What follows belongs to an exercise in optimizing a design on an open flow for a short achievable clock period and few clock cycles; a production flow would make more cautious choices.
The RTL was checked by simulation tests, not by an equivalence proof against the original design.
Power figures rest on the tool's default switching activity, not on a simulated workload.

==> sierra: inputs <==
==> flow/design.v <==
`timescale 1ns / 1ps
module kgprisc_core (
    input clk,
    input reset,
    output [9:0] imem_addr,
    input [31:0] imem_rdata,
    output [9:0] dmem_addr,
    output [31:0] dmem_wdata,
    output dmem_we,
    input [31:0] dmem_rdata
    );
    reg [31:0] fa;           
    reg [31:0] pc_d;         
    reg        dv;           
    reg        ptk_d;        
    reg [31:0] ptg_d;        
    localparam BN = 8;
    localparam BI = 3;
    reg [BN-1:0]   bval;
    reg [9-BI:0]   btag [0:BN-1];
    reg [31:0]     btgt [0:BN-1];
    reg [31:0] rf [0:31];    
    reg [31:0] rv;           
    reg        cf;           
    reg [31:0] xa, xb, xs, xbt, xnd;
    reg [9:0]  xpc;
    reg [31:0] xpc1;
    reg        xiss, xlbl, xtke, xptk;
    reg        xbltz, xbz, xbnz;
    reg [4:0]  xd;
    reg        xwen, xload, xstore, xsetc, xbr;
    reg        xadd, xneg, xand, xxor, xshl, xshr;
    reg [31:0] mres;
    reg [4:0]  md;
    reg        mwen, mload;
    reg [9:0]  da;
    reg [31:0] dwd;
    reg        dwe;
    assign imem_addr  = fa[9:0];
    assign dmem_addr  = da;
    assign dmem_wdata = dwd;
    assign dmem_we    = dwe;
    wire [32:0] sum = {1'b0, xa} + {1'b0, xb};
    wire [31:0] neg = (~xb) + 32'd1;
    wire        sh_big = |xb[31:5];
    wire [31:0] shl = sh_big ? 32'd0 : (xa << xb[4:0]);
    wire [31:0] shr = sh_big ? 32'd0 : (xa >> xb[4:0]);
    wire [31:0] xres = ({32{xadd}} & sum[31:0]) |
                       ({32{xneg}} & neg) |
                       ({32{xand}} & (xa & xb)) |
                       ({32{xxor}} & (xa ^ xb)) |
                       ({32{xshl}} & shl) |
                       ({32{xshr}} & shr);
    wire [31:0] zchk = (xa ^ xb) ^ {xa[30:0] | xb[30:0], 1'b0};
    wire        xzf = (xadd & ~(|zchk)) | (xneg & ~(|xb)) |
                      (xand & ~(|(xa & xb))) | (xxor & (xa == xb));
    wire        xshf = xshl | xshr;
    wire        xcarry = sum[32];
    wire        xfwd = xwen & ~xload;
    wire        xact = (xbltz & xa[31]) | (xbz & ~(|xa)) | (xbnz & (|xa));
    wire        xtk = xtke | xact;
    wire [31:0] xrtgt = xbr ? xa : xtk ? xbt : xpc1;
    wire        xredir = xiss & (xrtgt != xnd);
    wire [31:0] mval = mload ? dmem_rdata : mres;
    wire [31:0] iw = imem_rdata;
    wire [2:0]  op = iw[31:29];
    wire [4:0]  rs = iw[28:24];
    wire [4:0]  rt = iw[23:19];
    wire [3:0]  rf4 = iw[13:10];    
    wire [3:0]  lf4 = iw[3:0];      
    wire opR  = (op == 3'b000);
    wire opI  = (op == 3'b001);
    wire opLS = (op == 3'b010);
    wire opB1 = (op == 3'b011);
    wire opB2 = (op == 3'b100);
    wire opB3 = (op == 3'b101);
    wire r_add  = opR & (rf4 == 4'd0);
    wire r_comp = opR & (rf4 == 4'd1);
    wire r_and  = opR & (rf4 == 4'd2);
    wire r_xor  = opR & (rf4 == 4'd3);
    wire r_shli = opR & (rf4 == 4'd4);
    wire r_shri = opR & ((rf4 == 4'd5) | (rf4 == 4'd8));
    wire r_shlv = opR & (rf4 == 4'd6);
    wire r_shrv = opR & ((rf4 == 4'd7) | (rf4 == 4'd9));
    wire r_valid = r_add | r_comp | r_and | r_xor | r_shli | r_shri | r_shlv | r_shrv;
    wire i_addi  = opI & (lf4 == 4'd0);
    wire i_compi = opI & (lf4 == 4'd1);
    wire ls_lw   = opLS & ~iw[0];
    wire ls_sw   = opLS & iw[0];
    wire b_b     = opB1 & (lf4 == 4'd0);
    wire b_bl    = opB1 & (lf4 == 4'd1);
    wire b_bcy   = opB1 & (lf4 == 4'd2);
    wire b_bncy  = opB1 & (lf4 == 4'd3);
    wire b_br    = opB2;
    wire b_bltz  = opB3 & (lf4 == 4'd0);
    wire b_bz    = opB3 & (lf4 == 4'd1);
    wire b_bnz   = opB3 & (lf4 == 4'd2);
    wire use_rs = r_add | r_and | r_xor | r_shli | r_shri | r_shlv | r_shrv |
                  i_addi | opLS | b_br | b_bltz | b_bz | b_bnz;
    wire use_rt = r_add | r_comp | r_and | r_xor | r_shlv | r_shrv | ls_sw;
    wire selx_a = xfwd & (xd == rs);
    wire selm_a = mwen & (md == rs);
    wire selx_b = xfwd & (xd == rt);
    wire selm_b = mwen & (md == rt);
    wire [31:0] osa = (32'd1 << rs) & rv;
    wire [31:0] osb = (32'd1 << rt) & rv;
    reg  [31:0] rfa, rfb;
    integer k;
    always @(*) begin
        rfa = 32'd0;
        rfb = 32'd0;
        for (k = 0; k < 32; k = k + 1) begin
            rfa = rfa | ({32{osa[k]}} & rf[k]);
            rfb = rfb | ({32{osb[k]}} & rf[k]);
        end
    end
    wire [31:0] byp_a = selx_a ? xres : mval;
    wire [31:0] byp_b = selx_b ? xres : mval;
    wire        srf_a = ~b_bl & ~selx_a & ~selm_a;
    wire        srf_b = ~use_imm & ~selx_b & ~selm_b;
    wire        srf_s = ~selx_b & ~selm_b;
    wire [31:0] oth_a = b_bl ? val0 : ((selx_a | selm_a) ? byp_a : 32'd0);
    wire [31:0] oth_b = use_imm ? imm : ((selx_b | selm_b) ? byp_b : 32'd0);
    wire [31:0] oth_s = (selx_b | selm_b) ? byp_b : 32'd0;
    wire [31:0] rf0  = rv[0] ? rf[0] : 32'd0;
    wire [31:0] val0 = (xfwd & (xd == 5'd0)) ? xres : (mwen & (md == 5'd0)) ? mval : rf0;
    wire [31:0] rf31 = rv[31] ? rf[31] : 32'd0;
    wire [31:0] val31 = (xfwd & (xd == 5'd31)) ? xres :
                        (mwen & ~mload & (md == 5'd31)) ? mres : rf31;
    wire c_now = xsetc ? xcarry : cf;
    wire xl = xwen & xload;
    wire stall = xl & ((use_rs & (xd == rs)) | (use_rt & (xd == rt)) |
                       (b_bl & (xd == 5'd0)));
    wire taken_e = b_b | b_bl | b_br | (b_bcy & c_now) | (b_bncy & ~c_now);
    wire regc = b_bltz | b_bz | b_bnz;
    wire act_x = (b_bz & xzf) | (b_bnz & ~xzf);
    wire prd_r = (selx_a & ~xshf & ~b_bltz) ? act_x : (ptk_d | b_bnz);
    wire taken = taken_e | (regc & prd_r);
    wire [31:0] pc1 = pc_d + 32'd1;
    wire [31:0] target = b_br ? val31 :
                         opB3 ? {12'd0, iw[23:4]} : {7'd0, iw[28:4]};
    wire [BI-1:0] fidx = fa[BI-1:0];
    wire          fhit = bval[fidx] & (btag[fidx] == fa[9:BI]);
    wire          lbl = opB1 | opB3;              
    wire          ptk_l = ptk_d & ~b_br;
    wire          mis_t = ~ptk_l;
    wire          mis_n = ptk_d;
    wire [31:0]   fseq = fhit ? btgt[fidx] : fa + 32'd1;
    wire [31:0]   fa_t = reset ? 32'd1 : xredir ? xrtgt : (dv & stall) ? pc_d :
                         (dv & mis_t) ? target : fseq;
    wire [31:0]   fa_n = reset ? 32'd1 : xredir ? xrtgt : (dv & stall) ? pc_d :
                         (dv & mis_n) ? pc1 : fseq;
    wire go = dv & ~stall & ~xredir;
    wire wr_rs = r_valid | i_addi | i_compi;
    wire d_wen = wr_rs | ls_lw | b_bl;
    wire [4:0] d_dst = ls_lw ? rt : b_bl ? 5'd31 : rs;
    wire use_imm = r_shli | r_shri | opI | opLS | b_bl;
    wire [31:0] imm = opI  ? {{12{iw[23]}}, iw[23:4]} :
                      opLS ? {{14{iw[18]}}, iw[18:1]} :
                      b_bl ? pc1 : {27'd0, iw[18:14]};
    always @(posedge clk) begin
        fa <= taken ? fa_t : fa_n;
        pc_d <= fa;
        ptk_d <= fhit;
        ptg_d <= btgt[fidx];
        if (xlbl & xtk) begin
            btag[xpc[BI-1:0]] <= xpc[9:BI];
            btgt[xpc[BI-1:0]] <= xbt;
        end
    end
    always @(posedge clk or posedge reset) begin
        if (reset)
            dv <= 1'b0;
        else
            dv <= ~(xredir | (dv & (stall | (taken ? mis_t : mis_n))));
    end
    always @(posedge clk or posedge reset) begin
        if (reset)
            bval <= {BN{1'b0}};
        else if (xlbl & xtk)
            bval[xpc[BI-1:0]] <= 1'b1;
        else if (xiss & xptk)
            bval[xpc[BI-1:0]] <= 1'b0;
    end
    always @(posedge clk) begin
        xa <= ({32{srf_a}} & rfa) | oth_a;
        xb <= ({32{srf_b}} & rfb) | oth_b;
        xs <= ({32{srf_s}} & rfb) | oth_s;
        xnd <= taken ? (ptk_l ? ptg_d : target) : pc1;
        xbt <= target;
        xpc1 <= pc1;
        xpc <= pc_d[9:0];
        xptk <= ptk_d;
        xd <= d_dst;
        xadd <= r_add | i_addi | opLS | b_bl;
        xneg <= r_comp | i_compi;
        xand <= r_and;
        xxor <= r_xor;
        xshl <= r_shli | r_shlv;
        xshr <= r_shri | r_shrv;
    end
    always @(posedge clk or posedge reset) begin
        if (reset) begin
            xwen   <= 1'b0;
            xload  <= 1'b0;
            xstore <= 1'b0;
            xsetc  <= 1'b0;
            xbr    <= 1'b0;
            xiss   <= 1'b0;
            xlbl   <= 1'b0;
            xtke   <= 1'b0;
            xbltz  <= 1'b0;
            xbz    <= 1'b0;
            xbnz   <= 1'b0;
        end else begin
            xiss   <= go;
            xlbl   <= go & lbl;
            xtke   <= go & taken_e;
            xbltz  <= go & b_bltz;
            xbz    <= go & b_bz;
            xbnz   <= go & b_bnz;
            xwen   <= go & d_wen;
            xload  <= go & ls_lw;
            xstore <= go & ls_sw;
            xsetc  <= go & (r_add | i_addi | opLS | b_bl);
            xbr    <= go & b_br;
        end
    end
    always @(posedge clk) begin
        mres <= xres;
        md   <= xd;
        da   <= sum[9:0];
        dwd  <= xs;
    end
    always @(posedge clk or posedge reset) begin
        if (reset) begin
            mwen  <= 1'b0;
            mload <= 1'b0;
            dwe   <= 1'b0;
            cf    <= 1'b0;
        end else begin
            mwen  <= xwen;
            mload <= xload;
            dwe   <= xstore;
            if (xsetc)
                cf <= xcarry;
        end
    end
    always @(posedge clk) begin
        if (mwen) begin
            rf[md] <= mval;
        end
    end
    always @(posedge clk or posedge reset) begin
        if (reset)
            rv <= 32'd0;
        else if (mwen)
            rv[md] <= 1'b1;
    end
endmodule
==> flow/flow/run.sh <==
#!/bin/bash
set -euo pipefail
bash standard.sh synth > synth.log 2>&1
bash standard.sh SETUP_SLACK_MARGIN=11.5 MATCH_CELL_FOOTPRINT=0 finish > layout.log 2>&1
==> flow/standard.sh <==
#!/bin/bash
# synth_recipe.tcl (not shown) runs the flow's synth.tcl, then flattens the netlist and writes it again
# the make line also repeats each setting of config.mk as NAME=value (left out here)
make -C /OpenROAD-flow-scripts/flow DESIGN_CONFIG=/design/flow/config.mk WORK_HOME=/design/flow/orfs CLKGATE_MAP_FILE= SYNTH_SCRIPT=/design/flow/synth_recipe.tcl "${@:-finish}"
==> flow/config.mk <==
export PLATFORM = sky130hd
export DESIGN_NAME = kgprisc_core
export DESIGN_NICKNAME = kgprisc_core
export VERILOG_FILES = /design/flow/design.v
export SDC_FILE = /design/flow/constraint.sdc
export NUM_CORES = 4
export LEC_CHECK = 0
export CAP_MARGIN = 20
export CORE_MARGIN = 2
export CORE_UTILIZATION = 25
export PLACE_DENSITY = 0.8
export SLEW_MARGIN = 20
==> flow/constraint.sdc <==
create_clock -name core_clock -period 16.0 [get_ports {clk}]
set_input_delay 3.2000 -clock core_clock [delete_from_list [all_inputs] [get_ports {clk}]]
set_output_delay 3.2000 -clock core_clock [all_outputs]
set_load 0.01 [all_outputs]
==> inputs of delta, as changes to sierra <==
--- a/flow/design.v
+++ b/flow/design.v
@@ -24,3 +24,4 @@
     reg        cf;           
-    reg [31:0] xa, xb, xs, xbt, xnd;
+    reg [31:0] xra, xrb, xba, xbb, xbs, xbt, xnd;
+    reg        xsa, xsb, xss;
     reg [9:0]  xpc;
@@ -42,2 +43,5 @@
     assign dmem_we    = dwe;
+    wire [31:0] xa = xsa ? xba : xra;
+    wire [31:0] xb = xsb ? xbb : xrb;
+    wire [31:0] xs = xss ? xbs : xrb;
     wire [32:0] sum = {1'b0, xa} + {1'b0, xb};
@@ -59,6 +63,8 @@
     wire        xfwd = xwen & ~xload;
-    wire        xact = (xbltz & xa[31]) | (xbz & ~(|xa)) | (xbnz & (|xa));
+    wire        xaz = xsa ? ~(|xba) : ~(|xra);
+    wire        xact = (xbltz & xa[31]) | (xbz & xaz) | (xbnz & ~xaz);
     wire        xtk = xtke | xact;
     wire [31:0] xrtgt = xbr ? xa : xtk ? xbt : xpc1;
-    wire        xredir = xiss & (xrtgt != xnd);
+    wire        xane = xsa ? (xba != xnd) : (xra != xnd);
+    wire        xredir = xiss & (xbr ? xane : xtk ? (xbt != xnd) : (xpc1 != xnd));
     wire [31:0] mval = mload ? dmem_rdata : mres;
@@ -121,5 +127,5 @@
     wire        srf_s = ~selx_b & ~selm_b;
-    wire [31:0] oth_a = b_bl ? val0 : ((selx_a | selm_a) ? byp_a : 32'd0);
-    wire [31:0] oth_b = use_imm ? imm : ((selx_b | selm_b) ? byp_b : 32'd0);
-    wire [31:0] oth_s = (selx_b | selm_b) ? byp_b : 32'd0;
+    wire [31:0] oth_a = b_bl ? val0 : byp_a;
+    wire [31:0] oth_b = use_imm ? imm : byp_b;
+    wire [31:0] oth_s = byp_b;
     wire [31:0] rf0  = rv[0] ? rf[0] : 32'd0;
@@ -185,5 +191,10 @@
     always @(posedge clk) begin
-        xa <= ({32{srf_a}} & rfa) | oth_a;
-        xb <= ({32{srf_b}} & rfb) | oth_b;
-        xs <= ({32{srf_s}} & rfb) | oth_s;
+        xra <= rfa;
+        xrb <= rfb;
+        xsa <= ~srf_a;
+        xsb <= ~srf_b;
+        xss <= ~srf_s;
+        xba <= oth_a;
+        xbb <= oth_b;
+        xbs <= oth_s;
         xnd <= taken ? (ptk_l ? ptg_d : target) : pc1;
Settings changed: PLACE_DENSITY 0.8 to unset.
==> inputs of amber, as changes to sierra <==
--- a/flow/design.v
+++ b/flow/design.v
@@ -53,6 +53,3 @@
                        ({32{xshr}} & shr);
-    wire [31:0] zchk = (xa ^ xb) ^ {xa[30:0] | xb[30:0], 1'b0};
-    wire        xzf = (xadd & ~(|zchk)) | (xneg & ~(|xb)) |
-                      (xand & ~(|(xa & xb))) | (xxor & (xa == xb));
-    wire        xshf = xshl | xshr;
+    wire        xzero = (xres == 32'd0);
     wire        xcarry = sum[32];
@@ -104,22 +101,6 @@
     wire selm_b = mwen & (md == rt);
-    wire [31:0] osa = (32'd1 << rs) & rv;
-    wire [31:0] osb = (32'd1 << rt) & rv;
-    reg  [31:0] rfa, rfb;
-    integer k;
-    always @(*) begin
-        rfa = 32'd0;
-        rfb = 32'd0;
-        for (k = 0; k < 32; k = k + 1) begin
-            rfa = rfa | ({32{osa[k]}} & rf[k]);
-            rfb = rfb | ({32{osb[k]}} & rf[k]);
-        end
-    end
-    wire [31:0] byp_a = selx_a ? xres : mval;
-    wire [31:0] byp_b = selx_b ? xres : mval;
-    wire        srf_a = ~b_bl & ~selx_a & ~selm_a;
-    wire        srf_b = ~use_imm & ~selx_b & ~selm_b;
-    wire        srf_s = ~selx_b & ~selm_b;
-    wire [31:0] oth_a = b_bl ? val0 : ((selx_a | selm_a) ? byp_a : 32'd0);
-    wire [31:0] oth_b = use_imm ? imm : ((selx_b | selm_b) ? byp_b : 32'd0);
-    wire [31:0] oth_s = (selx_b | selm_b) ? byp_b : 32'd0;
+    wire [31:0] rfa = rv[rs] ? rf[rs] : 32'd0;
+    wire [31:0] rfb = rv[rt] ? rf[rt] : 32'd0;
+    wire [31:0] vala = selx_a ? xres : selm_a ? mval : rfa;
+    wire [31:0] valb = selx_b ? xres : selm_b ? mval : rfb;
     wire [31:0] rf0  = rv[0] ? rf[0] : 32'd0;
@@ -135,4 +116,4 @@
     wire regc = b_bltz | b_bz | b_bnz;
-    wire act_x = (b_bz & xzf) | (b_bnz & ~xzf);
-    wire prd_r = (selx_a & ~xshf & ~b_bltz) ? act_x : (ptk_d | b_bnz);
+    wire act_x = (b_bltz & xres[31]) | (b_bz & xzero) | (b_bnz & ~xzero);
+    wire prd_r = selx_a ? act_x : (ptk_d | b_bnz);
     wire taken = taken_e | (regc & prd_r);
@@ -185,5 +166,5 @@
     always @(posedge clk) begin
-        xa <= ({32{srf_a}} & rfa) | oth_a;
-        xb <= ({32{srf_b}} & rfb) | oth_b;
-        xs <= ({32{srf_s}} & rfb) | oth_s;
+        xa <= b_bl ? val0 : vala;
+        xb <= use_imm ? imm : valb;
+        xs <= valb;
         xnd <= taken ? (ptk_l ? ptg_d : target) : pc1;
Settings changed: PLACE_DENSITY 0.8 to unset.
==> qor summary <==
metric	delta	amber	sierra
# Max-Cap Violations	0	0	-
Reg-to-Reg End	fa[4]	fa[22]	-
Final antenna-violating net count	0	0	-
Clock slew at the register clock pins of the worst setup and hold paths	70 ps	60 ps	-
Category of the most critical setup path	reg2reg	in2reg	-
Worst path depth	18	9	-
Arrival time at the worst endpoint	5750 ps	5830 ps	-
CP required	16,750 ps	16,760 ps	-
Sequential cell area	50,790 µm²	49,440 µm²	-
Result of the run	timing/DRC/antenna clean	timing/DRC/antenna clean	aborted with a tool error
Last stage reached	-	-	5_1_grt
Slowest cell on the critical path	sky130_fd_sc_hd__a2111oi_1	sky130_fd_sc_hd__mux4_2	-
Total routed wirelength	514,000 µm	374,300 µm	-
Overall power consumption	15,570 µW	13,530 µW	-
Count of buffers added by post-CTS timing repair for setup	260	198	451
Testbench counts of sierra, summed over its fixed seeds: cycles 19,458.
Testbench counts of delta, summed over its fixed seeds: cycles 19,458.
Testbench counts of amber, summed over its fixed seeds: cycles 19,458.

separate check: timing with driven ports:
The results above use ideal ports. As a check the final layouts listed here were re-extracted and re-timed, cells and wires unchanged.
Step 1 assumes that a clkbuf_16 drives the clock port and a buf_2 every other input.
Step 2 moves the port delays by t, midway between the first and last clock arrival at a register: inputs arrive t later, outputs are due t later. That takes back most of the time a late clock gives input paths.
Slacks: ideal / step 1 / step 2; pairs: ideal / step 1.
run | t, ns | slack for setup (ns) | worst setup path after step 2 | worst register clock-pin slew, ns | cell pins on the clock port's net
delta | 0.978 | 10.998 / 10.998 / 10.117 | input to register | 0.07 / 0.07 | 1
amber | 0.961 | 10.929 / 10.656 / 9.695 | input to register | 0.08 / 0.08 | 1
After both steps every run listed still meets setup and hold. The setup slack of amber, which loses most, moves by -0.273 ns with the drivers and by -1.234 ns with both steps.
